From an optimization exercise on the open Yosys and OpenROAD flow, aimed at small area, a short achievable clock period and few clock cycles per item; shortcuts taken in it are not production practice.
In this exercise RTL edits were held to simulation tests only and were not proved equivalent to the original.

Setup of lane 1:
## multipli
module multipli
#(parameter int N = 32)
(
	input  logic                        CLOCK,
	input  logic                        RESET,
	input  logic                        START,
	input  logic signed [N-1:0]         A,B,
	output logic signed [2*N-1:0]       S,
	output logic                        END_MULT
);
Size: ~130 I/O pins, about 0.011 sq mm of cells after synthesis.
export LEC_CHECK = 0
export ABC_AREA = 1
export CAP_MARGIN = 20
export CORE_MARGIN = 2
export CORE_UTILIZATION = 40
export SETUP_SLACK_MARGIN = 1.7
export SLEW_MARGIN = 20
create_clock -name core_clock -period 5.0 [get_ports {CLOCK}]
standard.sh (not shown) runs the stock make flow with config.mk's settings and CLKGATE_MAP_FILE= SYNTH_SCRIPT=/design/flow/synth_recipe.tcl, a recipe that flattens the netlist after the stock synthesis.
==> flow/flow/run.sh <==
#!/bin/bash
# Layout flow: the standard flow (standard.sh) with two changes.
# 1. The port buffers that global placement inserts are made from
#    sky130_fd_sc_hd__buf_1 instead of the default pick; the resizer upsizes
#    them where timing or slew needs it.
# 2. After the standard synthesis, flow/fixinv.py removes inverters around
#    the full-adder cells (an adder with all inputs and outputs complemented
#    is the same adder) and swaps gates for their complements where that
#    saves an inverter. Registers are not touched.
# Each tool's output goes to a log of its own in this folder.
set -e
export BUFFER_PORTS_ARGS="-buffer_cell sky130_fd_sc_hd__buf_1"
RES=orfs/results/sky130hd/multipli/base
OR=$(command -v openroad || echo /OpenROAD-flow-scripts/tools/install/OpenROAD/bin/openroad)
bash standard.sh synth > synth.log 2>&1
cp $RES/1_synth.odb $RES/1_synth_std.odb
"$OR" -python -no_init flow/fixinv.py $RES/1_synth_std.odb $RES/1_synth.odb > fixinv.log 2>&1
bash standard.sh > standard.log 2>&1
Other scripts of this flow, unchanged in this note and not shown: flow/flow/fixinv.py
Testbench counts of lane 1, summed over its fixed seeds: cycles 7,992, items 1,600.
Here is what was changed in the inputs of lane 2 compared with lane 1.
-- flow/config.mk --
<<< lane 1, line 10
export CORE_MARGIN = 2
export CORE_UTILIZATION = 40
export SETUP_SLACK_MARGIN = 1.7
export SLEW_MARGIN = 20
>>> lane 2, line 10
export CORE_MARGIN = 2
export CORE_UTILIZATION = 40
export SETUP_SLACK_MARGIN = 1.3
export SLEW_MARGIN = 20
--- outcome ---
Lane 2 vs. lane 1: met3 wire length saw a decrease; initial antenna violation count has decreased.
A worst setup path endpoint of Y[12]$_DFFE_PN_ is what lane 1 shows, while S[56] belongs to lane 2.
Taking lane 2 over lane 1, the wire length ratio works out to 0.831.
[inputs] lane 3 vs lane 2
-- flow/config.mk --
<<< lane 2, line 9
export CAP_MARGIN = 20
export CORE_MARGIN = 2
export CORE_UTILIZATION = 40
export SETUP_SLACK_MARGIN = 1.3
export SLEW_MARGIN = 20
>>> lane 3, line 9
export CAP_MARGIN = 20
export CORE_MARGIN = 2
export CORE_UTILIZATION = 55
export SETUP_SLACK_MARGIN = 1.3
export SLEW_MARGIN = 20
--- outcome ---
Taking lane 2 as the reference, in lane 3 share of the clock period used by the worst path now larger; post-place setup slack now larger; count of buffers not belonging to the clock network in the layout now larger; endpoint required time on the critical path now larger.
Between lane 2 and lane 3, the cell count went down.
Taking lane 2 as the reference, in lane 3 wire length fell by 1.0%, transition time of the tightest slew-check pin rose by 0.18 ns, hold slack fell by 0.014 ns, routed wirelength normalized by instance count rose by 0.63 um.


Setup of job 9283:
Starting RTL as in the previous note.
export LEC_CHECK = 0
export ABC_AREA = 1
export CAP_MARGIN = 20
export CORE_MARGIN = 2
export CORE_UTILIZATION = 40
export SETUP_SLACK_MARGIN = 1.15
export SLEW_MARGIN = 20
create_clock -name core_clock -period 5.0 [get_ports {CLOCK}]
Scripts as last shown in full above: flow/flow/run.sh
Other scripts of this flow, unchanged in this note and not shown: flow/flow/fixinv.py
Testbench counts of job 9283, summed over its fixed seeds: cycles 7,992, items 1,600.
## Diff of input files: job 4518 against job 9283
Settings: a change of SETUP_SLACK_MARGIN from 1.15 to 1.5.
- Looking at the reports, job 4518 completed the entire flow and the layout it produced met the timing, DRC and antenna checks.
- Looking at the reports, job 9283 completed the entire flow and the layout it produced met the timing, DRC and antenna checks.
- Per the comparison of job 4518 with job 9283, maximum frequency went up 3.9%; overall routed net length now sits higher; number of cells in the finished layout apart from fillers climbed 60; post-placement worst setup slack -0.30 ns.
- Total cell area at the placement stage ends up higher on job 4518.
- Between job 9283 and job 4518, flip-flop and latch share of the layout cell area decreased.
- Register-to-register slack in job 4518 is 0.15 ns above job 9283.
- Relative to job 9283, worst setup slack increased by 0.14 ns in job 4518.
- | share of layout cells above drive strength 1 | lower: job 9283 |
[inputs] job 1679 vs job 4518
Settings: swapping 1.5 for 1.0 in SETUP_SLACK_MARGIN.
[summary]
For first-pass GRT wire length, dividing the value from job 1679 by the value from job 4518 gives 0.936.

afterwards: timing with drivers on the ports:
Ports are ideal in the flow. The routed layouts listed here were re-timed in OpenROAD. Step 1, drivers: a clkbuf_16 drives CLOCK and a buf_2 each remaining input, both assumed. Step 2 times the ports against the registers' clock, not the clock port: input delays grow and output delays shrink by t, the midpoint of the rising clock arrivals with the driver on. Slacks: no drivers / after step 1 / after step 2; pairs: no drivers / after step 1.
run | t, ns | setup slack, ns | worst setup path after step 2
lane 1 | 0.404 | 1.330 / 1.325 / 0.921 | input to register
lane 2 | 0.412 | 1.384 / 1.337 / 1.002 | input to register
lane 3 | 0.408 | 1.350 / 1.349 / 0.958 | input to register
job 9283 | 0.415 | 1.281 / 1.242 / 0.879 | input to register
job 4518 | 0.412 | 1.421 / 1.373 / 1.017 | input to register
job 1679 | 0.417 | 1.097 / 1.050 / 0.800 | input to register
After both steps setup and hold are still met in every run listed. The setup slack of lane 1, which loses most, moves by -0.005 ns with the drivers and by -0.409 ns with both steps.
